This design comes from an exercise in tuning for small area and a short achievable clock period on the open sky130 flow, not from production work. At most, simulation tests tie the RTL to the original design; equivalence was not proved. Only the layout flow was run in run 5; the RTL was not checked for function there. The flow treats the clock pin as an ideal source, which a real chip does not have.

$ cat flow/flow/run.sh
#!/bin/bash
# Own layout flow: the standard flow (standard.sh), with these synthesis changes:
#  - no full/half-adder extraction (ADDER_MAP_FILE empty), so ABC maps all logic;
#  - ABC area script replaced by flow/abc_area.script (delay-targeted mapping).
#  - ports buffered with the smallest buffer, buf_1 (BUFFER_PORTS_ARGS).
# Everything else, from floorplan to the final layout, is the standard flow, run
# from an unmodified copy of ORFS's scripts folder.
set -euo pipefail
W=$(pwd)
rm -rf "$W/myscripts"
cp -r "$FLOW_HOME/scripts" "$W/myscripts"
cp "$W/flow/abc_area.script" "$W/myscripts/abc_area.script"
export SCRIPTS_DIR="$W/myscripts"
export ADDER_MAP_FILE=
export ABC_AREA=1
export BUFFER_PORTS_ARGS="-buffer_cell sky130_fd_sc_hd__buf_1"
bash "$W/standard.sh" > "$W/standard.log" 2>&1
$ cat flow/flow/abc_area.script
strash
dch
map -D 4000
strash
dch
map -D 4000
topo
stime -c
buffer -c
upsize -c -D 4000
dnsize -c -D 4000
$ cat flow/standard.sh
#!/bin/bash
# synth_recipe.tcl (not shown) runs the flow's synth.tcl, then flattens the netlist and writes it again
# the make line also repeats each setting of config.mk as NAME=value (left out here)
make -C /OpenROAD-flow-scripts/flow DESIGN_CONFIG=/design/flow/config.mk WORK_HOME=/design/flow/orfs CLKGATE_MAP_FILE= SYNTH_SCRIPT=/design/flow/synth_recipe.tcl "${@:-finish}"
$ cat flow/config.mk
export PLATFORM = sky130hd
export DESIGN_NAME = CC_top
export DESIGN_NICKNAME = CC_top
export VERILOG_FILES = /design/flow/design.v
export SDC_FILE = /design/flow/constraint.sdc
export NUM_CORES = 4
export LEC_CHECK = 0
export ABC_AREA = 1
export CAP_MARGIN = 20
export CORE_MARGIN = 2
export CORE_UTILIZATION = 40
export SLEW_MARGIN = 20
$ cat flow/constraint.sdc
create_clock -name core_clock -period 18.0 [get_ports {clk}]
set_input_delay 3.6000 -clock core_clock [delete_from_list [all_inputs] [get_ports {clk}]]
set_output_delay 3.6000 -clock core_clock [all_outputs]
set_load 0.01 [all_outputs]
$ cat flow/design.v
module CC_top(
	input  wire              clk,
	input  wire signed [3:0] in_n0,
	input  wire signed [3:0] in_n1,
	input  wire signed [3:0] in_n2,
	input  wire signed [3:0] in_n3,
	input  wire        [2:0] opt,
	output reg  signed [8:0] out_n
);
reg signed [3:0] r_n0, r_n1, r_n2, r_n3;
reg        [2:0] r_opt;
wire signed [8:0] cc_out;
CC cc_0(
	.in_n0(r_n0),
	.in_n1(r_n1),
	.in_n2(r_n2),
	.in_n3(r_n3),
	.opt(r_opt),
	.out_n(cc_out)
);
always @(posedge clk) begin
	r_n0  <= in_n0;
	r_n1  <= in_n1;
	r_n2  <= in_n2;
	r_n3  <= in_n3;
	r_opt <= opt;
	out_n <= cc_out;
end
endmodule

module CC(
	in_n0,
	in_n1,
	in_n2,
	in_n3,
	opt,
	out_n
);
input wire signed [3:0] in_n0, in_n1, in_n2, in_n3;
input wire [2:0] opt;
output wire signed [8:0] out_n;
wire t1 = ~opt[0];
wire t2 = ~in_n0[3];
wire t3 = ~in_n1[3];
wire t4 = ~in_n1[0];
wire t5 = in_n0[0] | t4;
wire t6 = (in_n0[1] & ~in_n1[1]) | (~(in_n0[1] ^ in_n1[1]) & t5);
wire t7 = (in_n0[2] & ~in_n1[2]) | (~(in_n0[2] ^ in_n1[2]) & t6);
wire t8 = (t2 & ~t3) | (~(t2 ^ t3) & t7);
wire t9 = t8 | t1;
wire t10 = ~t9;
wire t11 = ~in_n0[3];
wire t12 = ~in_n2[3];
wire t13 = ~in_n2[0];
wire t14 = in_n0[0] | t13;
wire t15 = (in_n0[1] & ~in_n2[1]) | (~(in_n0[1] ^ in_n2[1]) & t14);
wire t16 = (in_n0[2] & ~in_n2[2]) | (~(in_n0[2] ^ in_n2[2]) & t15);
wire t17 = (t11 & ~t12) | (~(t11 ^ t12) & t16);
wire t18 = t17 | t1;
wire t19 = ~t18;
wire t20 = ~in_n0[3];
wire t21 = ~in_n3[3];
wire t22 = ~in_n3[0];
wire t23 = in_n0[0] | t22;
wire t24 = (in_n0[1] & ~in_n3[1]) | (~(in_n0[1] ^ in_n3[1]) & t23);
wire t25 = (in_n0[2] & ~in_n3[2]) | (~(in_n0[2] ^ in_n3[2]) & t24);
wire t26 = (t20 & ~t21) | (~(t20 ^ t21) & t25);
wire t27 = t26 | t1;
wire t28 = ~t27;
wire t29 = ~in_n1[3];
wire t30 = ~in_n2[3];
wire t31 = ~in_n2[0];
wire t32 = in_n1[0] | t31;
wire t33 = (in_n1[1] & ~in_n2[1]) | (~(in_n1[1] ^ in_n2[1]) & t32);
wire t34 = (in_n1[2] & ~in_n2[2]) | (~(in_n1[2] ^ in_n2[2]) & t33);
wire t35 = (t29 & ~t30) | (~(t29 ^ t30) & t34);
wire t36 = t35 | t1;
wire t37 = ~t36;
wire t38 = ~in_n1[3];
wire t39 = ~in_n3[3];
wire t40 = ~in_n3[0];
wire t41 = in_n1[0] | t40;
wire t42 = (in_n1[1] & ~in_n3[1]) | (~(in_n1[1] ^ in_n3[1]) & t41);
wire t43 = (in_n1[2] & ~in_n3[2]) | (~(in_n1[2] ^ in_n3[2]) & t42);
wire t44 = (t38 & ~t39) | (~(t38 ^ t39) & t43);
wire t45 = t44 | t1;
wire t46 = ~t45;
wire t47 = ~in_n2[3];
wire t48 = ~in_n3[3];
wire t49 = ~in_n3[0];
wire t50 = in_n2[0] | t49;
wire t51 = (in_n2[1] & ~in_n3[1]) | (~(in_n2[1] ^ in_n3[1]) & t50);
wire t52 = (in_n2[2] & ~in_n3[2]) | (~(in_n2[2] ^ in_n3[2]) & t51);
wire t53 = (t47 & ~t48) | (~(t47 ^ t48) & t52);
wire t54 = t53 | t1;
wire t55 = ~t54;
wire t56 = ~(t10 | t19 | t28);
wire t57 = t10 & t19 & t28;
wire t58 = (t10 ^ t19 ^ t28) & ~(t10 & t19 & t28);
wire t59 = ((t10 & t19) | (t10 & t28) | (t19 & t28)) & ~(t10 & t19 & t28);
wire t60 = ~(t9 | t37 | t46);
wire t61 = t9 & t37 & t46;
wire t62 = (t9 ^ t37 ^ t46) & ~(t9 & t37 & t46);
wire t63 = ((t9 & t37) | (t9 & t46) | (t37 & t46)) & ~(t9 & t37 & t46);
wire t64 = ~(t18 | t36 | t55);
wire t65 = t18 & t36 & t55;
wire t66 = (t18 ^ t36 ^ t55) & ~(t18 & t36 & t55);
wire t67 = ((t18 & t36) | (t18 & t55) | (t36 & t55)) & ~(t18 & t36 & t55);
wire t68 = ~(t27 | t45 | t54);
wire t69 = t27 & t45 & t54;
wire t70 = (t27 ^ t45 ^ t54) & ~(t27 & t45 & t54);
wire t71 = ((t27 & t45) | (t27 & t54) | (t45 & t54)) & ~(t27 & t45 & t54);
wire t72 = (t56 & in_n0[0]) | (t60 & in_n1[0]) | (t64 & in_n2[0]) | (t68 & in_n3[0]);
wire t73 = (t56 & in_n0[1]) | (t60 & in_n1[1]) | (t64 & in_n2[1]) | (t68 & in_n3[1]);
wire t74 = (t56 & in_n0[2]) | (t60 & in_n1[2]) | (t64 & in_n2[2]) | (t68 & in_n3[2]);
wire t75 = (t56 & in_n0[3]) | (t60 & in_n1[3]) | (t64 & in_n2[3]) | (t68 & in_n3[3]);
wire t76 = (t58 & in_n0[0]) | (t62 & in_n1[0]) | (t66 & in_n2[0]) | (t70 & in_n3[0]);
wire t77 = (t58 & in_n0[1]) | (t62 & in_n1[1]) | (t66 & in_n2[1]) | (t70 & in_n3[1]);
wire t78 = (t58 & in_n0[2]) | (t62 & in_n1[2]) | (t66 & in_n2[2]) | (t70 & in_n3[2]);
wire t79 = (t58 & in_n0[3]) | (t62 & in_n1[3]) | (t66 & in_n2[3]) | (t70 & in_n3[3]);
wire t80 = (t59 & in_n0[0]) | (t63 & in_n1[0]) | (t67 & in_n2[0]) | (t71 & in_n3[0]);
wire t81 = (t59 & in_n0[1]) | (t63 & in_n1[1]) | (t67 & in_n2[1]) | (t71 & in_n3[1]);
wire t82 = (t59 & in_n0[2]) | (t63 & in_n1[2]) | (t67 & in_n2[2]) | (t71 & in_n3[2]);
wire t83 = (t59 & in_n0[3]) | (t63 & in_n1[3]) | (t67 & in_n2[3]) | (t71 & in_n3[3]);
wire t84 = (t57 & in_n0[0]) | (t61 & in_n1[0]) | (t65 & in_n2[0]) | (t69 & in_n3[0]);
wire t85 = (t57 & in_n0[1]) | (t61 & in_n1[1]) | (t65 & in_n2[1]) | (t69 & in_n3[1]);
wire t86 = (t57 & in_n0[2]) | (t61 & in_n1[2]) | (t65 & in_n2[2]) | (t69 & in_n3[2]);
wire t87 = (t57 & in_n0[3]) | (t61 & in_n1[3]) | (t65 & in_n2[3]) | (t69 & in_n3[3]);
wire t88 = ~in_n0[3];
wire t89 = ~in_n1[3];
wire t90 = ~in_n2[3];
wire t91 = ~in_n3[3];
wire t92 = in_n0[0] ^ in_n1[0] ^ in_n2[0];
wire t93 = (in_n0[0] & in_n1[0]) | (in_n0[0] & in_n2[0]) | (in_n1[0] & in_n2[0]);
wire t94 = in_n0[1] ^ in_n1[1] ^ in_n2[1];
wire t95 = (in_n0[1] & in_n1[1]) | (in_n0[1] & in_n2[1]) | (in_n1[1] & in_n2[1]);
wire t96 = in_n0[2] ^ in_n1[2] ^ in_n2[2];
wire t97 = (in_n0[2] & in_n1[2]) | (in_n0[2] & in_n2[2]) | (in_n1[2] & in_n2[2]);
wire t98 = t88 ^ t89 ^ t90;
wire t99 = (t88 & t89) | (t88 & t90) | (t89 & t90);
wire t100 = t93 ^ t94 ^ in_n3[1];
wire t101 = (t93 & t94) | (t93 & in_n3[1]) | (t94 & in_n3[1]);
wire t102 = t95 ^ t96 ^ in_n3[2];
wire t103 = (t95 & t96) | (t95 & in_n3[2]) | (t96 & in_n3[2]);
wire t104 = t97 ^ t98 ^ t91;
wire t105 = (t97 & t98) | (t97 & t91) | (t98 & t91);
wire t106 = t92 ^ in_n3[0];
wire t107 = t92 & in_n3[0];
wire t108 = t100 ^ t107;
wire t109 = t100 & t107;
wire t110 = t101 ^ t102 ^ t109;
wire t111 = (t101 & t102) | (t101 & t109) | (t102 & t109);
wire t112 = t103 ^ t104 ^ t111;
wire t113 = (t103 & t104) | (t103 & t111) | (t104 & t111);
wire t114 = t105 ^ t99 ^ t113;
wire t115 = (t105 & t99) | (t105 & t113) | (t99 & t113);
wire t116 = ~t115;
wire t117 = t108 | t106;
wire t118 = t116 & t117;
wire t119 = opt[1] & t110;
wire t120 = opt[1] & t112;
wire t121 = opt[1] & t114;
wire t122 = opt[1] & t116;
wire t123 = opt[1] & t118;
wire t124 = ~t119;
wire t125 = ~t120;
wire t126 = ~t121;
wire t127 = ~t122;
wire t128 = ~t123;
wire t129 = t76 ^ t124 ^ t128;
wire t130 = (t76 & t124) | (t76 & t128) | (t124 & t128);
wire t131 = t77 ^ t125 ^ t130;
wire t132 = (t77 & t125) | (t77 & t130) | (t125 & t130);
wire t133 = t78 ^ t126 ^ t132;
wire t134 = (t78 & t126) | (t78 & t132) | (t126 & t132);
wire t135 = t79 ^ t127 ^ t134;
wire t136 = (t79 & t127) | (t79 & t134) | (t127 & t134);
wire t137 = t79 ^ t127;
wire t138 = t137 ^ t136;
wire t139 = ~opt[2];
wire t140 = t139 & t80;
wire t141 = opt[2] ? t72 : t81;
wire t142 = opt[2] ? t73 : t82;
wire t143 = opt[2] ? t74 : t83;
wire t144 = opt[2] ? t75 : t83;
wire t145 = t139 & t84;
wire t146 = t139 & t85;
wire t147 = t139 & t86;
wire t148 = t139 & t87;
wire t149 = ~t144;
wire t150 = ~t148;
wire t151 = ~t127;
wire t152 = t141 ^ t146 ^ t124;
wire t153 = (t141 & t146) | (t141 & t124) | (t146 & t124);
wire t154 = t142 ^ t147 ^ t125;
wire t155 = (t142 & t147) | (t142 & t125) | (t147 & t125);
wire t156 = t143 ^ t150 ^ t126;
wire t157 = (t143 & t150) | (t143 & t126) | (t150 & t126);
wire t158 = t149 ^ t151;
wire t159 = ~t158;
wire t160 = t149 | t151;
wire t161 = t155 ^ t156;
wire t162 = ~t161;
wire t163 = t155 | t156;
wire t164 = t163 ^ t157 ^ t159;
wire t165 = (t163 & t157) | (t163 & t159) | (t157 & t159);
wire t166 = t140 ^ t145;
wire t167 = t140 & t145;
wire t168 = t152 ^ t128 ^ t167;
wire t169 = (t152 & t128) | (t152 & t167) | (t128 & t167);
wire t170 = t153 ^ t154 ^ t169;
wire t171 = (t153 & t154) | (t153 & t169) | (t154 & t169);
wire t172 = t162 ^ t171;
wire t173 = t162 & t171;
wire t174 = t164 ^ t173;
wire t175 = t164 & t173;
wire t176 = t165 ^ t160;
wire t177 = t176 ^ t175;
wire t178 = t129 & t166;
wire t179 = t129 & t168;
wire t180 = t129 & t170;
wire t181 = t129 & t172;
wire t182 = t129 & t174;
wire t183 = ~(t129 & t177);
wire t184 = t131 & t166;
wire t185 = t131 & t168;
wire t186 = t131 & t170;
wire t187 = t131 & t172;
wire t188 = t131 & t174;
wire t189 = ~(t131 & t177);
wire t190 = t133 & t166;
wire t191 = t133 & t168;
wire t192 = t133 & t170;
wire t193 = t133 & t172;
wire t194 = t133 & t174;
wire t195 = ~(t133 & t177);
wire t196 = t135 & t166;
wire t197 = t135 & t168;
wire t198 = t135 & t170;
wire t199 = t135 & t172;
wire t200 = t135 & t174;
wire t201 = ~(t135 & t177);
wire t202 = ~(t138 & t166);
wire t203 = ~(t138 & t168);
wire t204 = ~(t138 & t170);
wire t205 = ~(t138 & t172);
wire t206 = ~(t138 & t174);
wire t207 = opt[2] & t84;
wire t208 = opt[2] & t85;
wire t209 = opt[2] & t86;
wire t210 = opt[2] & t87;
wire t211 = ~t210;
wire t212 = opt[2] & t124;
wire t213 = opt[2] & t125;
wire t214 = opt[2] & t126;
wire t215 = opt[2] & t127;
wire t216 = ~t215;
wire t217 = opt[2] & t128;
wire t218 = t178 ^ t207 ^ t212;
wire t219 = (t178 & t207) | (t178 & t212) | (t207 & t212);
wire t220 = t179 ^ t184 ^ t208;
wire t221 = (t179 & t184) | (t179 & t208) | (t184 & t208);
wire t222 = t180 ^ t185 ^ t190;
wire t223 = (t180 & t185) | (t180 & t190) | (t185 & t190);
wire t224 = t181 ^ t186 ^ t191;
wire t225 = (t181 & t186) | (t181 & t191) | (t186 & t191);
wire t226 = t196 ^ t211 ^ t216;
wire t227 = (t196 & t211) | (t196 & t216) | (t211 & t216);
wire t228 = t182 ^ t187 ^ t192;
wire t229 = (t182 & t187) | (t182 & t192) | (t187 & t192);
wire t230 = t183 ^ t188 ^ t193;
wire t231 = (t183 & t188) | (t183 & t193) | (t188 & t193);
wire t232 = t198 ^ t203;
wire t233 = ~t232;
wire t234 = t198 | t203;
wire t235 = t189 ^ t194 ^ t199;
wire t236 = (t189 & t194) | (t189 & t199) | (t194 & t199);
wire t237 = t195 ^ t200 ^ t205;
wire t238 = (t195 & t200) | (t195 & t205) | (t200 & t205);
wire t239 = t219 ^ t220 ^ t213;
wire t240 = (t219 & t220) | (t219 & t213) | (t220 & t213);
wire t241 = t221 ^ t222 ^ t209;
wire t242 = (t221 & t222) | (t221 & t209) | (t222 & t209);
wire t243 = t223 ^ t224 ^ t226;
wire t244 = (t223 & t224) | (t223 & t226) | (t224 & t226);
wire t245 = t225 ^ t227 ^ t228;
wire t246 = (t225 & t227) | (t225 & t228) | (t227 & t228);
wire t247 = t229 ^ t230 ^ t233;
wire t248 = (t229 & t230) | (t229 & t233) | (t230 & t233);
wire t249 = t231 ^ t234 ^ t235;
wire t250 = (t231 & t234) | (t231 & t235) | (t234 & t235);
wire t251 = t238 ^ t201 ^ t206;
wire t252 = (t238 & t201) | (t238 & t206) | (t201 & t206);
wire t253 = t240 ^ t241 ^ t214;
wire t254 = (t240 & t241) | (t240 & t214) | (t241 & t214);
wire t255 = t244 ^ t245 ^ t197;
wire t256 = (t244 & t245) | (t244 & t197) | (t245 & t197);
wire t257 = t248 ^ t249 ^ t204;
wire t258 = (t248 & t249) | (t248 & t204) | (t249 & t204);
wire t259 = t250 ^ t236 ^ t237;
wire t260 = (t250 & t236) | (t250 & t237) | (t236 & t237);
wire t261 = t254 ^ t242 ^ t243;
wire t262 = (t254 & t242) | (t254 & t243) | (t242 & t243);
wire t263 = t256 ^ t246 ^ t247;
wire t264 = (t256 & t246) | (t256 & t247) | (t246 & t247);
wire t265 = t262 ^ t255 ^ t202;
wire t266 = (t262 & t255) | (t262 & t202) | (t255 & t202);
wire t267 = t218 ^ t217;
wire t268 = t218 & t217;
wire t269 = t239 ^ t268;
wire t270 = t239 & t268;
wire t271 = t253 ^ t270;
wire t272 = t253 & t270;
wire t273 = t261 ^ t272;
wire t274 = t261 & t272;
wire t275 = t265 ^ t274;
wire t276 = t265 & t274;
wire t277 = t266 ^ t263 ^ t276;
wire t278 = (t266 & t263) | (t266 & t276) | (t263 & t276);
wire t279 = t264 ^ t257 ^ t278;
wire t280 = (t264 & t257) | (t264 & t278) | (t257 & t278);
wire t281 = t258 ^ t259 ^ t280;
wire t282 = (t258 & t259) | (t258 & t280) | (t259 & t280);
wire t283 = t260 ^ t251;
wire t284 = t283 ^ t282;
assign out_n = {t284, t281, t279, t277, t275, t273, t271, t269, t267};
endmodule
==> impl_metrics.env, run 1 <==
export IMPL_yosysWarnings=1
export IMPL_start_util_pct=41.3
export IMPL_critPathKind="register to register"
export IMPL_crit_path_top_delay_cell="dfxtp_1"
export IMPL_setup_viol=0
export IMPL_avgSynthCellArea_um2=5.88
export IMPL_synth_seq_area_share_pct=16.5
export IMPL_relSlewSlack_pct=64.8
export IMPL_synth_cells=577
export IMPL_fp_row_count=33
export IMPL_yosys_cell_types_count=51
export IMPL_num_io_pins=29
export IMPL_crit_required_ns=18.18
export IMPL_cts_resized=0
export IMPL_rsz0062_at_grt="false"
export IMPL_die_y_um=96.1
export IMPL_gp_congestion=0.982
export IMPL_cts_root_buf="clkbuf_8"
export IMPL_clock_sinks=28
export IMPL_finalSetupTns_ns=0
export IMPL_synth_nets=597
export IMPL_wire_per_inst_um=13.4
export IMPL_cts_tree="yes"
export IMPL_port_buffers=28
export IMPL_slew_viol_final=0
export IMPL_critPathArrivalTime_ns=5.36
export IMPL_core_region_area_um2=8220
export IMPL_hold_buffers=0
export IMPL_synthArstFlopShare_pct=0
export IMPL_grt_pass1_vias=3402
export IMPL_syn2layout_area_growth_pct=6.49
export IMPL_cts_setup_buffers=0
export IMPL_synth_ff_type="dfxtp_1"
export IMPL_finClkSkew_ns=0.00692
export IMPL_clk_latency_ns=0.28
export IMPL_cp_start_kind="register"
export IMPL_track_usage_pct=21.7
export IMPL_synth_commonest_cells="167 x nand2_1, 82 x nor2_1, 53 x inv_1, 28 x dfxtp_1, 24 x nand3_1"
export IMPL_crit_top_cell="nand2_1"
export IMPL_synth_edff_count=0
export IMPL_finalCriticalPeriod_ns=5.18
export IMPL_max_stage_delay_ns=0.60
export IMPL_yosys_area_top_type="nand2_1"
export IMPL_htree_levels=1
export IMPL_synthesis_area_um2=3390
export IMPL_hp_class="register to register"
export IMPL_dieArea_um2=9230
export IMPL_hold_violations=0
export IMPL_path_clk_slew_ns=0.10
export IMPL_ant_nets=0
export IMPL_via_per_inst=5.21
export IMPL_synth_area_leaders="nand2_1 18%, dfxtp_1 17%, nor2_1 9.1%"
export IMPL_route_detailed_drc=0
export IMPL_chipWidth_um=96.1
export IMPL_grt_ovfl_total=0
export IMPL_dp_hpwl_um=7650
export IMPL_cts_made_buffers=3
export IMPL_cp_max_fo=7
export IMPL_layout_nets=619
export IMPL_yosysTopAreaCellShare_pct=18.5
export IMPL_grt_first_pass_wirelength_um=15700
export IMPL_status="no timing/DRC/antenna violations"
export IMPL_dr_first_iter_drc_count=421
export IMPL_yosys_register_bits=28
export IMPL_cap_violations=0
export IMPL_drive_above_1_share_pct=10.9
export IMPL_diodes=0
export IMPL_vias=3660
export IMPL_end_kind="register"
export IMPL_drtPass1Iterations=6
export IMPL_max_slew_worst_pin_slew_ns=0.528
export IMPL_grt_antenna_before_repair=0
export IMPL_grt_max_degree=15
export IMPL_fin_crit_sh_pct=28.8
export IMPL_yosysMostFrequentCell="nand2_1"
export IMPL_setup_ws_ns=12.82
export IMPL_max_clock_freq_mhz=193
export IMPL_drt_total_wl_um=9430
export IMPL_clockBufferDepth=2
export IMPL_preCtsSetupSlack_ns=12.89
[stage by stage]
step	area, um2	hold slack (ns)	utilization (%)	instances
6_report	3610	0.723	43.9	702
5_1_grt	3610	0.757	43.9	702
4_1_cts	3610	0.719	43.9	702
3_5_place_dp	3570	0.704	43.4	699
3_3_place_gp	3570	0.705	43.4	699
2_1_floorplan	3390	0.697	-	577
[cells by family (layout without fill, tap and decap cells)]
logic type	after synthesis	count (layout)	share of synthesized area (%)
AOI/OAI and AO/OA	106	106	20.8
xor gates and xnor gates	36	36	11.1
buffers and inverters	83	103	9.67
DFF	28	28	16.5
and+or+nand+nor	324	324	42.0
[state kept, by name, indices dropped and copies added (netlist names)]
| register | cells |
|---|---|
| r_n2 | 4 |
| r_opt | 3 |
| r_n0 | 4 |
| r_n1 | 4 |
| out_n | 9 |
| r_n3 | 4 |
[per-layer routing]
metal / vias to the layer above / GRT usage (%) / wire length (um)
met1: 1587 / 30.5 / 4610
met5: - / 0 / 0
li1: 1923 / - / -
met3: 17 / 4.78 / 720
met4: 0 / 4.88 / 148
met2: 133 / 33.8 / 3940
[area by class of cell]
type	instances	area, um2
fill	896	4610
clock buffer	3	41.3
inverter	72	270
multi-input combinational	466	2500
sequential	28	561
tap	105	131
timing repair buffer	28	105
[worst max-delay path: cells and delay by family (launching register included)]
kind	cells	cell delay [ns]
flip-flops	1	0.60
XOR/XNOR	2	0.27
buffers and inverters	6	0.51
AO/OA/AOI/OAI	8	1.47
AND/OR/NAND/NOR	22	2.24
[placed cells by master, fill, tap and decap left out, types with 16 or more instances in the layout]
cell type / netlist / routed
nand2_1: 167 / 167
nor2_1: 82 / 82
inv_1: 53 / 53
buf_1: 0 / 28
dfxtp_1: 28 / 28
nand3_1: 24 / 24
o22ai_1: 22 / 22
xor2_1: 19 / 19
inv_2: 18 / 18
o21ai_0: 16 / 16
[worst paths after layout]
path | from | endpoint | slack (ns) | cells past startpoint
worst max-delay path | r_n3[1] | out_n[7] | 12.82 | 38
worst max register to register | r_n3[1] | out_n[7] | 12.82 | 38
worst min-delay path | r_opt[2] | out_n[0] | 0.72 | 2
worst min register to register | r_opt[2] | out_n[0] | 0.72 | 2
==> run 2: changes to the inputs <==
--- a/flow/flow/run.sh
+++ b/flow/flow/run.sh
@@ -4,4 +4,8 @@
 #  - ABC area script replaced by flow/abc_area.script (delay-targeted mapping).
 #  - ports buffered with the smallest buffer, buf_1 (BUFFER_PORTS_ARGS).
+#  - after clock tree synthesis, flow/post_cts.tcl delays the clock of the output
+#    registers by a short buffer chain (SKEW_CHAIN), trading the large slack of
+#    the register-to-output paths for slack on the paths through CC.
+#  - the same hook can ask the resizer for extra setup slack (REPAIR_SETUP_MARGIN).
 # Everything else, from floorplan to the final layout, is the standard flow, run
 # from an unmodified copy of ORFS's scripts folder.
@@ -15,3 +19,6 @@
 export ABC_AREA=1
 export BUFFER_PORTS_ARGS="-buffer_cell sky130_fd_sc_hd__buf_1"
+export POST_CTS_TCL="$W/flow/post_cts.tcl"
+export SKEW_CHAIN=""
+export REPAIR_SETUP_MARGIN="13"
 bash "$W/standard.sh" > "$W/standard.log" 2>&1
==> flow/flow/post_cts.tcl (new file) <==
# POST_CTS hook: delay the clock of the output registers (out_n) with a short
# chain of clock buffers. This trades slack on the register-to-output paths
# (which have plenty) for slack on the register-to-register paths through CC.
# Input registers and all IO constraints are untouched.
set chain [expr {[info exists ::env(SKEW_CHAIN)] ? $::env(SKEW_CHAIN) : ""}]
if {$chain ne ""} {
  set chain $::env(SKEW_CHAIN)
  set blk [ord::get_db_block]
  set db [ord::get_db]
  set sinks {}
  foreach inst [$blk getInsts] {
    if {[string match {out_n*} [$inst getName]] && [[$inst getMaster] isSequential]} {
      lappend sinks $inst
    }
  }
  puts "skew: [llength $sinks] output registers, chain $chain"
  set first [lindex $sinks 0]
  set oldnet [[$first findITerm CLK] getNet]
  # centroid of the sinks
  set sx 0; set sy 0
  foreach s $sinks { set loc [$s getLocation]; incr sx [lindex $loc 0]; incr sy [lindex $loc 1] }
  set cx [expr {$sx / [llength $sinks]}]; set cy [expr {$sy / [llength $sinks]}]
  set src $oldnet
  set k 0
  foreach m $chain {
    set master [$db findMaster sky130_fd_sc_hd__$m]
    set b [odb::dbInst_create $blk $master skew_buf_$k]
    $b setLocation $cx $cy
    $b setPlacementStatus PLACED
    set n [odb::dbNet_create $blk skew_clk_$k]
    $n setSigType CLOCK
    [$b findITerm A] connect $src
    [$b findITerm X] connect $n
    set src $n
    incr k
  }
  foreach s $sinks {
    set it [$s findITerm CLK]
    $it disconnect
    $it connect $src
  }
  # power pins of the new cells, by the design's stored global connections
  global_connect

  detailed_placement
}
estimate_parasitics -placement
# Optional: ask the resizer for more setup slack than the clock needs, so it
# speeds up the paths through CC (the clock and constraints stay as they are).
if {[info exists ::env(REPAIR_SETUP_MARGIN)] && $::env(REPAIR_SETUP_MARGIN) ne ""} {
  repair_timing -setup -setup_margin $::env(REPAIR_SETUP_MARGIN) -verbose
  detailed_placement
  estimate_parasitics -placement
}
report_clock_skew
repair_timing_helper -hold
detailed_placement
check_placement -verbose
==> run 2 against run 1 <==
Effect of this change: global-route usage about the same; worst setup slack improved by 0.031 ns; die area unchanged; flip-flop and latch count is the same; worst hold slack improved by 0.0018 ns; utilization increased by 0.47 points; register-to-register slack better by 0.03 ns; cell area is 1.1% higher; sequential share of layout area about the same; highest routed layer unchanged.
==> impl_metrics.env, run 2 <==
export IMPL_synth_cells=577
export IMPL_fillers=889
export IMPL_cp_startpoint="r_n3[0]"
export IMPL_crit_path_top_delay_cell="dfxtp_1"
export IMPL_synth_seq_area_share_pct=16.5
export IMPL_path_clk_slew_ns=0.10
export IMPL_synth_ff_type="dfxtp_1"
export IMPL_via_per_inst=5.22
export IMPL_grt_max_degree=15
export IMPL_critPathKind="register to register"
export IMPL_finalSetupTns_ns=0
export IMPL_grt_antenna_before_repair=0
export IMPL_fin_crit_sh_pct=28.6
export IMPL_finalCriticalPeriod_ns=5.15
export IMPL_route_detailed_drc=0
export IMPL_max_clock_freq_mhz=194
export IMPL_end_kind="register"
export IMPL_drtPass1Iterations=5
export IMPL_final_common_cell="nand2_1"
export IMPL_hold_violations=0
export IMPL_drive_above_1_share_pct=12.4
export IMPL_core_region_area_um2=8220
export IMPL_max_slew_worst_pin_slew_ns=0.497
export IMPL_synthArstFlopShare_pct=0
export IMPL_setup_viol=0
export IMPL_largest_reg_flops=9
export IMPL_grt_ovfl_total=0
export IMPL_drt_total_wl_um=9550
export IMPL_yosysWarnings=1
export IMPL_finClkSkew_ns=0.00735
export IMPL_hp_class="register to register"
export IMPL_worstReg2RegStart="r_n3[0]"
export IMPL_dp_hpwl_um=7650
export IMPL_grt_pass1_vias=3421
export IMPL_critPathArrivalTime_ns=5.34
export IMPL_gp_congestion=0.982
export IMPL_cts_tree="yes"
export IMPL_cp_max_fo=7
export IMPL_yosysMostFrequentCell="nand2_1"
export IMPL_holdCritStartpoint="r_opt[2]"
export IMPL_final_cell_mix="167 x nand2_1, 82 x nor2_1, 53 x inv_1"
export IMPL_crit_required_ns=18.19
export IMPL_wire_per_inst_um=13.6
export IMPL_fin_cells=703
export IMPL_track_usage_pct=21.7
export IMPL_clk_latency_ns=0.28
export IMPL_yosys_register_bits=28
export IMPL_yosys_area_top_type="nand2_1"
export IMPL_diodes=0
export IMPL_layout_nets=620
export IMPL_yosys_cell_types_count=51
export IMPL_slew_viol_final=0
export IMPL_synthesis_area_um2=3390
export IMPL_vias=3672
export IMPL_cp_start_kind="register"
export IMPL_synth_nets=597
export IMPL_fp_row_count=33
export IMPL_largest_register="out_n"
export IMPL_grt_first_pass_wirelength_um=15700
export IMPL_ant_nets=0
export IMPL_design_area_um2=3650
export IMPL_max_stage_delay_ns=0.48
export IMPL_hold_worst_slack_ns=0.725
export IMPL_status="no timing/DRC/antenna violations"
export IMPL_syn2layout_area_growth_pct=7.64
export IMPL_dr_first_iter_drc_count=453
export IMPL_placed_cells=699
export IMPL_port_buffers=28
export IMPL_start_util_pct=41.3
export IMPL_relSlewSlack_pct=66.7
export IMPL_synth_commonest_cells="167 x nand2_1, 82 x nor2_1, 53 x inv_1, 28 x dfxtp_1, 24 x nand3_1"
export IMPL_synth_edff_count=0
export IMPL_die_y_um=96.1
export IMPL_cap_violations=0
export IMPL_chipWidth_um=96.1
export IMPL_clock_sinks=28
export IMPL_yosysTopAreaCellShare_pct=18.5
export IMPL_dpl_cell_area_um2=3570
export IMPL_dieArea_um2=9230
export IMPL_num_io_pins=29
export IMPL_rsz0062_at_grt="false"
export IMPL_avgSynthCellArea_um2=5.88
export IMPL_crit_top_cell="nand2_1"
export IMPL_synth_area_leaders="nand2_1 18%, dfxtp_1 17%, nor2_1 9.1%"
## run 2: logic make-up after synthesis
| logic type | synth area share (%) |
|---|---|
| buffers and inverters | 9.67 |
| AND/OR/NAND/NOR | 42.0 |
| flip-flops | 16.5 |
| AO/OA/AOI/OAI | 20.8 |
| XOR/XNOR | 11.1 |
## run 2: worst max-delay path, delay by kind of cell, from the launching register on
kind | cells | cell delay, ns
AND/OR/NAND/NOR | 22 | 2.48
AO/OA/AOI/OAI | 7 | 1.39
flip-flops | 1 | 0.48
buffers and inverters | 4 | 0.45
XOR/XNOR | 2 | 0.27
## run 2: final cells by class, clock buffers not listed
class / count / area [um2] / area share (%)
Timing Repair Buffer: 29 / 113 / 3.09
Multi-Input combinational cell: 466 / 2530 / 69.2
Inverter: 72 / 270 / 7.40
Tap cell: 105 / 131 / 3.60
Sequential cell: 28 / 567 / 15.5
## run 2: final timing paths
path | end | slack (ns) | cells after the start
setup reg to reg | out_n[7] | 12.85 | 35
hold reg to reg | out_n[0] | 0.73 | 2
setup / recovery | out_n[7] | 12.85 | 35
hold / removal | out_n[0] | 0.73 | 2
## run 2: through the flow
stage	worst slack, ns	utilization, %
after floorplan	13.75	-
after global placement	12.82	43.4
after detailed placement	12.89	43.4
after global routing	12.31	44.4
final	12.85	44.4
## run 2: metal layers
| layer | share of wire (%) | GRT usage (%) |
|---|---|---|
| met3 | 7.6 | 4.70 |
| met2 | 41 | 34.1 |
| met1 | 49 | 30.4 |
| met4 | 1.9 | 5.00 |
| met5 | 0 | 0 |
==> run 3: changes to the inputs <==
--- a/flow/flow/run.sh
+++ b/flow/flow/run.sh
@@ -20,5 +20,5 @@
 export BUFFER_PORTS_ARGS="-buffer_cell sky130_fd_sc_hd__buf_1"
 export POST_CTS_TCL="$W/flow/post_cts.tcl"
-export SKEW_CHAIN=""
-export REPAIR_SETUP_MARGIN="13"
+export SKEW_CHAIN="clkbuf_1 clkbuf_1 clkbuf_4"
+export REPAIR_SETUP_MARGIN=""
 bash "$W/standard.sh" > "$W/standard.log" 2>&1
==> run 3 against run 2 <==
Effect of this change: still clean on timing, DRC and antenna; critical path depth up 3; flip-flop and latch count unchanged; synthesized cell count unchanged; cell area down 0.65%; register-to-register slack better by 0.26 ns; die area unchanged; first-iteration DRC count down 7.7%; critical endpoint unchanged; largest cell class unchanged.
==> impl_metrics.env, run 3 <==
export IMPL_largest_register="out_n"
export IMPL_fin_crit_sh_pct=27.2
export IMPL_yosysMostFrequentCell="nand2_1"
export IMPL_fp_row_count=33
export IMPL_synth_ff_type="dfxtp_1"
export IMPL_crit_required_ns=18.49
export IMPL_rr_worst_depth=38
export IMPL_cp_max_fo=7
export IMPL_cap_violations=0
export IMPL_chipWidth_um=96.1
export IMPL_final_cell_mix="167 x nand2_1, 82 x nor2_1, 53 x inv_1"
export IMPL_route_detailed_drc=0
export IMPL_port_buffers=28
export IMPL_dpl_cell_area_um2=3570
export IMPL_drtPass1Iterations=8
export IMPL_max_clock_freq_mhz=204
export IMPL_finalCriticalPeriod_ns=4.89
export IMPL_synthesis_area_um2=3390
export IMPL_hold_violations=0
export IMPL_placed_cells=699
export IMPL_hp_class="register to register"
export IMPL_grt_pass1_vias=3426
export IMPL_final_common_cell="nand2_1"
export IMPL_finalSetupTns_ns=0
export IMPL_holdCritStartpoint="r_opt[2]"
export IMPL_clock_sinks=28
export IMPL_dr_first_iter_drc_count=418
export IMPL_grt_first_pass_wirelength_um=15700
export IMPL_dieArea_um2=9230
export IMPL_hold_end="out_n[0]"
export IMPL_yosysTopAreaCellShare_pct=18.5
export IMPL_synth_area_leaders="nand2_1 18%, dfxtp_1 17%, nor2_1 9.1%"
export IMPL_layout_nets=622
export IMPL_crit_top_cell="nand2_1"
export IMPL_reg2reg_slack_ns=13.11
export IMPL_via_per_inst=5.24
export IMPL_rsz0062_at_grt="false"
export IMPL_synth_edff_count=0
export IMPL_ant_nets=0
export IMPL_largest_reg_flops=9
export IMPL_synthArstFlopShare_pct=0
export IMPL_multiInputGateArea_um2=2500
export IMPL_met3_usage_pct=4.78
export IMPL_synth_seq_area_share_pct=16.5
export IMPL_track_usage_pct=21.8
export IMPL_syn2layout_area_growth_pct=6.94
export IMPL_core_region_area_um2=8220
export IMPL_status="no timing/DRC/antenna violations"
export IMPL_synth_cells=577
export IMPL_grt_max_degree=15
export IMPL_critPathKind="register to register"
export IMPL_wire_per_inst_um=13.5
export IMPL_crit_path_top_delay_cell="dfxtp_1"
export IMPL_num_io_pins=29
export IMPL_max_slew_worst_pin_slew_ns=0.549
export IMPL_slew_viol_final=0
export IMPL_diodes=0
export IMPL_cts_tree="yes"
export IMPL_gp_congestion=0.982
export IMPL_synth_nets=597
export IMPL_max_stage_delay_ns=0.60
export IMPL_setup_viol=0
export IMPL_die_y_um=96.1
export IMPL_grt_ovfl_total=0
export IMPL_use_met2_pct=34.0
export IMPL_design_area_um2=3630
export IMPL_seq_area_um2=561
export IMPL_vias=3696
export IMPL_finClkSkew_ns=0.336
export IMPL_drive_above_1_share_pct=11.0
export IMPL_grt_antenna_before_repair=0
export IMPL_path_clk_slew_ns=0.10
export IMPL_relSlewSlack_pct=63.4
export IMPL_clk_latency_ns=0.58
export IMPL_avgSynthCellArea_um2=5.88
export IMPL_critPathArrivalTime_ns=5.39
export IMPL_fillers=895
export IMPL_drt_total_wl_um=9520
export IMPL_cp_start_kind="register"
export IMPL_fin_cells=705
export IMPL_worstReg2RegStart="r_n3[1]"
export IMPL_yosysWarnings=1
export IMPL_r2r_end="out_n[7]"
export IMPL_end_kind="register"
export IMPL_holdPathStages=2
export IMPL_yosys_cell_types_count=51
export IMPL_yosys_register_bits=28
export IMPL_yosys_area_top_type="nand2_1"
export IMPL_synth_commonest_cells="167 x nand2_1, 82 x nor2_1, 53 x inv_1, 28 x dfxtp_1, 24 x nand3_1"
export IMPL_start_util_pct=41.3
export IMPL_dp_hpwl_um=7650
export IMPL_grt_use_met1_pct=30.4
export IMPL_grt_most_used_layer="met2"
-- run 3: cell count changes in the layout (fill, tap and decap cells not counted) --
cell,previous run,this run
nor2_4,4,3
clkbuf_1,0,2
xor2_2,5,4
clkbuf_4,0,1
dfxtp_2,5,0
a221oi_1,3,5
nor2_2,9,10
buf_4,1,0
xor2_1,18,19
dfxtp_1,23,28
a221oi_2,3,1
-- run 3: final cells by class, clock buffers not listed --
class                      count  share of cell area [%]
inverter                      72                    7.45
tap                          105                    3.62
buffer                         3                   0.414
sequential                    28                    15.5
timing repair buffer          28                    2.90
multi-input combinational    466                    69.0
-- run 3: logic make-up (layout without fill, tap and decap cells) --
logic type | after synthesis | count (layout) | share of synthesized area [%]
AO/OA/AOI/OAI | 106 | 106 | 20.8
XOR/XNOR | 36 | 36 | 11.1
buffers and inverters | 83 | 106 | 9.67
flip-flops | 28 | 28 | 16.5
AND/OR/NAND/NOR | 324 | 324 | 42.0
-- run 3: per-stage QoR --
stage | worst slack [ns] | hold slack [ns] | utilization (%)
global route | 12.55 | 0.358 | 44.1
global placement | 12.82 | 0.705 | 43.4
finish | 13.11 | 0.360 | 44.1
floorplan | 13.75 | 0.697 | -
detailed placement | 12.89 | 0.704 | 43.4
-- run 3: how the worst max path moves through the flow --
stage | to | depth (start not counted) | from | slack, ns
after detailed placement | out_n[7] | 38 | r_n3[1] | 12.89
after global placement | out_n[7] | 38 | r_n3[1] | 12.82
after global routing | out_n[7] | 36 | r_n3[1] | 12.55
after floorplan | out_n[6] | 36 | r_n3[1] | 13.75
final | out_n[7] | 38 | r_n3[1] | 13.11
-- run 3: worst max-delay path, delay by kind of cell, from the launching register on --
family | cells | cell delay [ns]
simple gates | 25 | 2.47
buf+inv | 4 | 0.40
compound gates | 6 | 1.20
xor+xnor | 3 | 0.43
flops | 1 | 0.60
-- run 3: routing by layer --
metal,vias up,routed length (um)
met3,20,741
met5,-,0
met4,0,150
met1,1601,4610
met2,147,4020
li1,1928,-
==> run 4: changes to the inputs <==
==> flow/flow/run.sh (replaced) <==
#!/bin/bash
# Own layout flow: the standard flow (standard.sh), with these changes:
#  - synthesis: no full/half-adder extraction (ADDER_MAP_FILE empty), so ABC
#    maps all the logic, with flow/abc_area.script as its script;
#  - ports buffered with the smallest buffer, buf_1 (BUFFER_PORTS_ARGS);
#  - the resizer's timing repairs aim for SETUP_SLACK_MARGIN ns of setup slack,
#    more than the clock needs, to speed up the paths through CC (the clock and
#    the constraints stay as they are);
#  - after clock tree synthesis, flow/post_cts.tcl can delay the clock of the
#    output registers by a short buffer chain (SKEW_CHAIN), trading slack of the
#    register-to-output paths for slack on the paths through CC.
# Everything else is the standard flow, run from an unmodified copy of ORFS's
# scripts folder (only abc_area.script replaced). Tool logs: orfs/logs/.
set -euo pipefail
W=$(pwd)
rm -rf "$W/myscripts"
cp -r "$FLOW_HOME/scripts" "$W/myscripts"
cp "$W/flow/abc_area.script" "$W/myscripts/abc_area.script"
export SCRIPTS_DIR="$W/myscripts"
export ADDER_MAP_FILE=
export ABC_AREA=1
export BUFFER_PORTS_ARGS="-buffer_cell sky130_fd_sc_hd__buf_1"
export POST_CTS_TCL="$W/flow/post_cts.tcl"
export SKEW_CHAIN=""
export REPAIR_SETUP_MARGIN=""
export SETUP_SLACK_MARGIN="13.5"
bash "$W/standard.sh" > "$W/standard.log" 2>&1
==> flow/flow/abc_area.script (replaced) <==
strash
balance; rewrite; refactor; balance; rewrite; rewrite -z; balance; refactor -z; rewrite -z; balance
dch -f
amap
topo
stime -c
==> run 4 against run 3 <==
Effect of this change: global-route usage rose by 6.8 points; synthesized area fell by 16%; largest cell class unchanged; cell area rose by 35%; utilization rose by 28 points; wire length rose by 24%; die area fell by 16%; critical path type unchanged.
==> impl_metrics.env, run 4 <==
export IMPL_core_region_area_um2=6830
export IMPL_preCtsSetupSlack_ns=11.12
export IMPL_rsz0062_at_grt="true"
export IMPL_die_y_um=88.2
export IMPL_port_buffers=28
export IMPL_synth_nets=513
export IMPL_setup_ws_ns=11.67
export IMPL_largest_register="out_n"
export IMPL_end_kind="register"
export IMPL_dp_hpwl_um=7290
export IMPL_max_clock_freq_mhz=158
export IMPL_final_common_cell="nor2_1"
export IMPL_finalSetupTns_ns=0
export IMPL_worstReg2RegStart="r_n0[2]"
export IMPL_finClkSkew_ns=0.00549
export IMPL_holdPathStages=2
export IMPL_dieArea_um2=7780
export IMPL_cp_start_kind="register"
export IMPL_finalCriticalPeriod_ns=6.33
export IMPL_grt_pass1_vias=3710
export IMPL_synth_edff_count=0
export IMPL_yosys_area_top_type="nor2_1"
export IMPL_synth_area_leaders="nor2_1 20%, dfxtp_1 20%, a21oi_1 11%"
export IMPL_start_util_pct=41.5
export IMPL_dr_first_iter_drc_count=429
export IMPL_num_io_pins=29
export IMPL_drt_total_wl_um=11800
export IMPL_grt_ovfl_total=0
export IMPL_diodes=0
export IMPL_gp_congestion=0.996
export IMPL_fin_crit_sh_pct=35.2
export IMPL_synth_cells=493
export IMPL_via_per_inst=5.88
export IMPL_largest_reg_flops=9
export IMPL_yosysMostFrequentCell="nor2_1"
export IMPL_grt_max_degree=17
export IMPL_yosysTopAreaCellShare_pct=19.9
export IMPL_final_cell_mix="105 x nor2_1, 90 x buf_4, 29 x a21oi_1"
export IMPL_crit_top_cell="nor2_1"
export IMPL_layout_nets=642
export IMPL_grt_first_pass_wirelength_um=17600
export IMPL_path_clk_slew_ns=0.13
export IMPL_drtPass1Iterations=7
export IMPL_max_slew_worst_pin_slew_ns=0.792
export IMPL_crit_path_top_delay_cell="nor4_4"
export IMPL_hold_worst_slack_ns=0.741
export IMPL_synth_ff_type="dfxtp_1"
export IMPL_hold_violations=0
export IMPL_holdCritStartpoint="r_opt[2]"
export IMPL_ant_nets=0
export IMPL_cp_max_fo=7
export IMPL_relSlewSlack_pct=46.6
export IMPL_setup_viol=0
export IMPL_synthArstFlopShare_pct=0
export IMPL_yosys_register_bits=28
export IMPL_yosysWarnings=1
export IMPL_final_core_util_pct=71.9
export IMPL_synth_seq_area_share_pct=19.8
export IMPL_yosys_cell_types_count=29
export IMPL_critPathKind="register to register"
export IMPL_grt_antenna_before_repair=0
export IMPL_crit_required_ns=18.24
export IMPL_vias=4214
export IMPL_wire_per_inst_um=16.4
export IMPL_route_detailed_drc=0
export IMPL_synth_commonest_cells="150 x nor2_1, 63 x a21oi_1, 44 x o21ai_0, 37 x nand2_1, 34 x clkinv_1"
export IMPL_clk_latency_ns=0.29
export IMPL_chipWidth_um=88.2
export IMPL_syn2layout_area_growth_pct=73.1
export IMPL_rr_worst_depth=45
export IMPL_drive_above_1_share_pct=50.2
export IMPL_synthesis_area_um2=2840
export IMPL_slew_viol_final=0
export IMPL_cap_violations=0
export IMPL_track_usage_pct=28.5
export IMPL_fp_row_count=30
export IMPL_max_stage_delay_ns=0.44
export IMPL_critPathArrivalTime_ns=6.58
export IMPL_cts_tree="yes"
export IMPL_cp_startpoint="r_n0[2]"
export IMPL_avgSynthCellArea_um2=5.75
export IMPL_clock_sinks=28
export IMPL_hp_class="register to register"
export IMPL_status="no timing/DRC/antenna violations"
==> run 4: cells by family after synthesis <==
logic type	share of synthesized area, %
flops	19.8
simple gates	37.3
buf+inv	4.50
compound gates	38.5
==> run 4: routing by layer <==
metal	track usage [%]	share of wire, %
met2	45.2	46
met4	7.30	2.1
met5	0	0
met3	6.06	8.1
met1	39.6	44
==> run 4: path summary, 6_finish.rpt <==
path	to	slack (ns)
setup / recovery	out_n[7]	11.67
hold reg to reg	out_n[0]	0.74
setup reg to reg	out_n[7]	11.67
hold / removal	out_n[0]	0.74
==> run 4: worst max-delay path: cells and delay by family, from the launching register on <==
kind | cells | cell delay, ns
buffers and inverters | 7 | 0.86
DFF | 1 | 0.40
and+or+nand+nor | 21 | 2.49
AOI/OAI and AO/OA | 17 | 2.54
==> run 4: layout make-up, clock buffers not listed <==
type | count | area (um2)
inverter | 34 | 183
multi-input combinational | 431 | 3070
clock inverter | 1 | 30.0
sequential | 28 | 608
tap | 96 | 120
fill | 553 | 1920
timing repair buffer | 124 | 857
==> run 4: per-stage QoR <==
step | cells | area, um2
2_1_floorplan | 493 | 3070
3_3_place_gp | 617 | 3300
3_5_place_dp | 617 | 3300
5_1_grt | 717 | 4910
6_report | 717 | 4910
==> run 5: changes to the inputs <==
==> flow/design.v (replaced) <==
module CC_top(
	input  wire              clk,
	input  wire signed [3:0] in_n0,
	input  wire signed [3:0] in_n1,
	input  wire signed [3:0] in_n2,
	input  wire signed [3:0] in_n3,
	input  wire        [2:0] opt,
	output reg  signed [8:0] out_n
);
reg signed [3:0] r_n0, r_n1, r_n2, r_n3;
reg        [2:0] r_opt;
wire signed [8:0] cc_out;
CC cc_0(
	.in_n0(r_n0),
	.in_n1(r_n1),
	.in_n2(r_n2),
	.in_n3(r_n3),
	.opt(r_opt),
	.out_n(cc_out)
);
always @(posedge clk) begin
	r_n0  <= in_n0;
	r_n1  <= in_n1;
	r_n2  <= in_n2;
	r_n3  <= in_n3;
	r_opt <= opt;
	out_n <= cc_out;
end
endmodule

module CC(
	in_n0,
	in_n1,
	in_n2,
	in_n3,
	opt,
	out_n
);
input wire signed [3:0] in_n0, in_n1, in_n2, in_n3;
input wire [2:0] opt;
output wire signed [8:0] out_n;
wire signed [5:0] sum = in_n0 + in_n1 + in_n2 + in_n3;
wire signed [5:0] sum_adj = sum + {4'b0, sum[5], sum[5]};
wire signed [3:0] mean = opt[1] ? sum_adj[5:2] : 4'sd0;
wire signed [3:0] hi0 = (in_n0 > in_n1) ? in_n0 : in_n1;
wire signed [3:0] lo0 = (in_n0 > in_n1) ? in_n1 : in_n0;
wire signed [3:0] hi1 = (in_n2 > in_n3) ? in_n2 : in_n3;
wire signed [3:0] lo1 = (in_n2 > in_n3) ? in_n3 : in_n2;
wire signed [3:0] s_max  = (hi0 > hi1) ? hi0 : hi1;
wire signed [3:0] mid_a  = (hi0 > hi1) ? hi1 : hi0;
wire signed [3:0] s_min  = (lo0 > lo1) ? lo1 : lo0;
wire signed [3:0] mid_b  = (lo0 > lo1) ? lo0 : lo1;
wire signed [3:0] s_2nd  = (mid_a > mid_b) ? mid_a : mid_b;
wire signed [3:0] s_3rd  = (mid_a > mid_b) ? mid_b : mid_a;
wire signed [3:0] a = opt[0] ? s_max : in_n0;
wire signed [3:0] b = opt[0] ? s_2nd : in_n1;
wire signed [3:0] c = opt[0] ? s_min : in_n3;
wire signed [4:0] p = opt[0] ? (s_3rd + s_min) : (in_n2 + in_n3);
wire signed [8:0] x = b - mean;
wire signed [8:0] y = opt[2] ? ((a - mean) <<< 1) : (p - (mean <<< 1));
wire signed [8:0] z = opt[2] ? (c - mean) : 9'sd0;
assign out_n = x * y + z;
endmodule
==> flow/run.sh (new file) <==
#!/bin/bash
# synth_recipe.tcl (not shown) runs the flow's synth.tcl, then flattens the netlist and writes it again
# the make line also repeats each setting of config.mk as NAME=value (left out here)
make -C /OpenROAD-flow-scripts/flow DESIGN_CONFIG=/design/flow/config.mk WORK_HOME=/design/flow/orfs CLKGATE_MAP_FILE= SYNTH_SCRIPT=/design/flow/synth_recipe.tcl finish
--- a/flow/config.mk
+++ b/flow/config.mk
@@ -6,5 +6,4 @@
 export NUM_CORES = 4
 export LEC_CHECK = 0
-export ABC_AREA = 1
 export CAP_MARGIN = 20
 export CORE_MARGIN = 2
removed: flow/flow/run.sh
removed: flow/flow/abc_area.script
removed: flow/flow/post_cts.tcl
removed: flow/standard.sh
==> run 5 against run 4 <==
Effect of this change: worst hold slack improved by 0.16 ns; cell count decreased by 16%; synthesized cell count decreased by 9.5%; highest routed layer unchanged; still clean.
==> impl_metrics.env, run 5 <==
export IMPL_critPathArrivalTime_ns=11.41
export IMPL_start_util_pct=40.9
export IMPL_cts_tree="yes"
export IMPL_max_clock_freq_mhz=89.4
export IMPL_status="no timing/DRC/antenna violations"
export IMPL_crit_top_cell="inv_1"
export IMPL_die_y_um=103
export IMPL_cts_made_buffers=3
export IMPL_dp_hpwl_um=7400
export IMPL_drt_total_wl_um=8490
export IMPL_highest_layer="met4"
export IMPL_synth_area_leaders="ha_1 20%, fa_1 17%, dfxtp_1 14%"
export IMPL_num_io_pins=29
export IMPL_synth_nets=562
export IMPL_layout_nets=588
export IMPL_yosys_cell_types_count=50
export IMPL_hold_buffers=0
export IMPL_yosys_register_bits=28
export IMPL_synth_commonest_cells="77 x inv_1, 63 x ha_1, 43 x nor2_1, 33 x fa_1, 28 x dfxtp_1"
export IMPL_vias=3044
export IMPL_grt_pass1_vias=3150
export IMPL_finalSetupTns_ns=0
export IMPL_fin_crit_sh_pct=62.1
export IMPL_preCtsSetupSlack_ns=6.83
export IMPL_largest_register="out_n"
export IMPL_hold_violations=0
export IMPL_max_slew_worst_pin_slew_ns=0.916
export IMPL_critPathKind="register to register"
export IMPL_grt_ovfl_total=0
export IMPL_cap_violations=0
export IMPL_wire_per_inst_um=14.1
export IMPL_via_per_inst=5.05
export IMPL_finalCriticalPeriod_ns=11.19
export IMPL_setup_ws_ns=6.81
export IMPL_diodes=0
export IMPL_placed_cells=600
export IMPL_track_usage_pct=17.7
export IMPL_synthesis_area_um2=3960
export IMPL_port_buffers=28
export IMPL_synthArstFlopShare_pct=0
export IMPL_grt_antenna_before_repair=0
export IMPL_grt_max_degree=23
export IMPL_hold_worst_slack_ns=0.904
export IMPL_yosysMostFrequentCell="inv_1"
export IMPL_htree_levels=1
export IMPL_dieArea_um2=10700
export IMPL_core_region_area_um2=9680
export IMPL_synth_ff_type="dfxtp_1"
export IMPL_fp_row_count=36
export IMPL_drive_above_1_share_pct=5.74
export IMPL_route_detailed_drc=0
export IMPL_ant_nets=0
export IMPL_crit_path_top_delay_cell="a21oi_1"
export IMPL_yosysWarnings=1
export IMPL_path_clk_slew_ns=0.10
export IMPL_rsz0062_at_grt="false"
export IMPL_setup_viol=0
export IMPL_gp_congestion=0.873
export IMPL_hp_class="register to register"
export IMPL_end_kind="register"
export IMPL_wl_met1_um=3680
export IMPL_cp_max_fo=12
export IMPL_avgSynthCellArea_um2=8.88
export IMPL_met2WireLength_um=4240
export IMPL_synth_edff_count=0
export IMPL_fin_cells=603
export IMPL_cts_root_buf="clkbuf_8"
export IMPL_grt_first_pass_wirelength_um=14700
export IMPL_yosysTopAreaCellShare_pct=19.9
export IMPL_dr_first_iter_drc_count=124
export IMPL_max_stage_delay_ns=0.70
export IMPL_final_common_cell="inv_1"
export IMPL_crit_required_ns=18.22
export IMPL_chipWidth_um=103
export IMPL_fillers=930
export IMPL_dr_wl_met3_um=304
export IMPL_reg2reg_slack_ns=6.81
export IMPL_clk_latency_ns=0.28
export IMPL_clock_sinks=28
export IMPL_finClkSkew_ns=0.00351
export IMPL_clockBufferDepth=2
export IMPL_syn2layout_area_growth_pct=11.5
export IMPL_synth_cells=446
export IMPL_largest_reg_flops=9
export IMPL_cp_start_kind="register"
export IMPL_synth_seq_area_share_pct=14.2
export IMPL_final_cell_mix="77 x inv_1, 63 x ha_1, 43 x nor2_1"
export IMPL_slew_viol_final=0
export IMPL_relSlewSlack_pct=38.8
export IMPL_drtPass1Iterations=5
export IMPL_cts_setup_buffers=0
export IMPL_cts_resized=0
export IMPL_yosys_area_top_type="ha_1"
run 5: changes by cell type after synthesis, sizes merged, moves of 12 or more:
cell and change:
o21ai -33, o22ai -30, a21oi -34, mux2i +19, xor2 +12, clkinv -34, nand2 -23, inv +77
nor2 -107, fa +33, nor3 -17, xnor2 +19, ha +63
run 5: cell type report:
| class | instances | area [um2] | share of cell area (%) |
|---|---|---|---|
| Multi-Input combinational cell | 334 | 3080 | 69.7 |
| Timing Repair Buffer | 28 | 280 | 6.35 |
| Inverter | 77 | 289 | 6.55 |
| Sequential cell | 28 | 561 | 12.7 |
| Tap cell | 133 | 166 | 3.77 |
| Clock buffer | 3 | 41.3 | 0.936 |
run 5: logic make-up (layout without fill, tap and decap cells):
kind of cell    after synthesis  after routing  synth area share, %
buf+inv                      84            108                 8.15
simple gates                100            100                 12.6
fa+ha+maj                    97             97                 36.9
compound gates               78             78                 12.7
xor+xnor                     31             31                 6.86
flops                        28             28                 14.2
mux                          28             28                 8.60
run 5: path summary, 6_finish.rpt:
kind | start | to | cells past startpoint
worst max-delay path | r_n1[3] | out_n[8] | 43
worst min-delay path | r_opt[2] | out_n[0] | 2
worst max register to register | r_n1[3] | out_n[8] | 43
worst min register to register | r_opt[2] | out_n[0] | 2
run 5: worst max-delay path: cells and delay by family (launching register included):
kind | cells | cell delay (ns)
DFF | 1 | 0.42
AOI/OAI and AO/OA | 13 | 2.93
xor gates and xnor gates | 4 | 0.77
buffers and inverters | 7 | 0.65
adders and majority gates | 12 | 4.57
and+or+nand+nor | 5 | 0.94
muxes | 2 | 0.85
run 5: metal layers:
layer | GRT usage (%) | vias to the layer above
met5 | 0 | -
met1 | 21.7 | 1417
met4 | 6.07 | 0
met2 | 31.6 | 80
met3 | 2.76 | 21
li1 | - | 1526
run 5: through the flow:
step                      cell area, um2  utilization (%)
final                               4410             45.6
after global routing                4410             45.6
after CTS                           4410             45.6
after detailed placement            4370             45.1
after global placement              4370             45.1
after floorplan                     3960                -

## port drivers added, routing unchanged
Ports are ideal in the flow. The routed layouts listed here were re-timed in OpenROAD. Step 1 sets driving cells, clkbuf_16 on the clock port and buf_2 on the other inputs (assumed; they add their load-dependent delay and slew). Step 2, shift: input delay + t, output delay - t, t = (earliest + latest rising clock arrival at the registers) / 2. This alone moves slack from input paths to output paths. a / b / c = ideal ports / drivers / drivers and shift; a / b = the first two.
run	shift t [ns]	setup slack, ns	clock arrival spread, ns	slew at the worst register clock pin (ns)
run 1	0.308	12.819 / 12.819 / 12.819	0.008 / 0.009	0.10 / 0.10
run 2	0.310	12.850 / 12.850 / 12.850	0.008 / 0.009	0.10 / 0.10
run 3	0.449	13.105 / 13.105 / 13.105	0.336 / 0.336	0.10 / 0.10
run 4	0.324	11.667 / 11.667 / 11.667	0.005 / 0.005	0.13 / 0.13
run 5	0.309	6.814 / 6.814 / 6.814	0.004 / 0.003	0.10 / 0.10
Clock arrivals are far apart in run 3, so t is only a midpoint there and step 2 fits no single register.
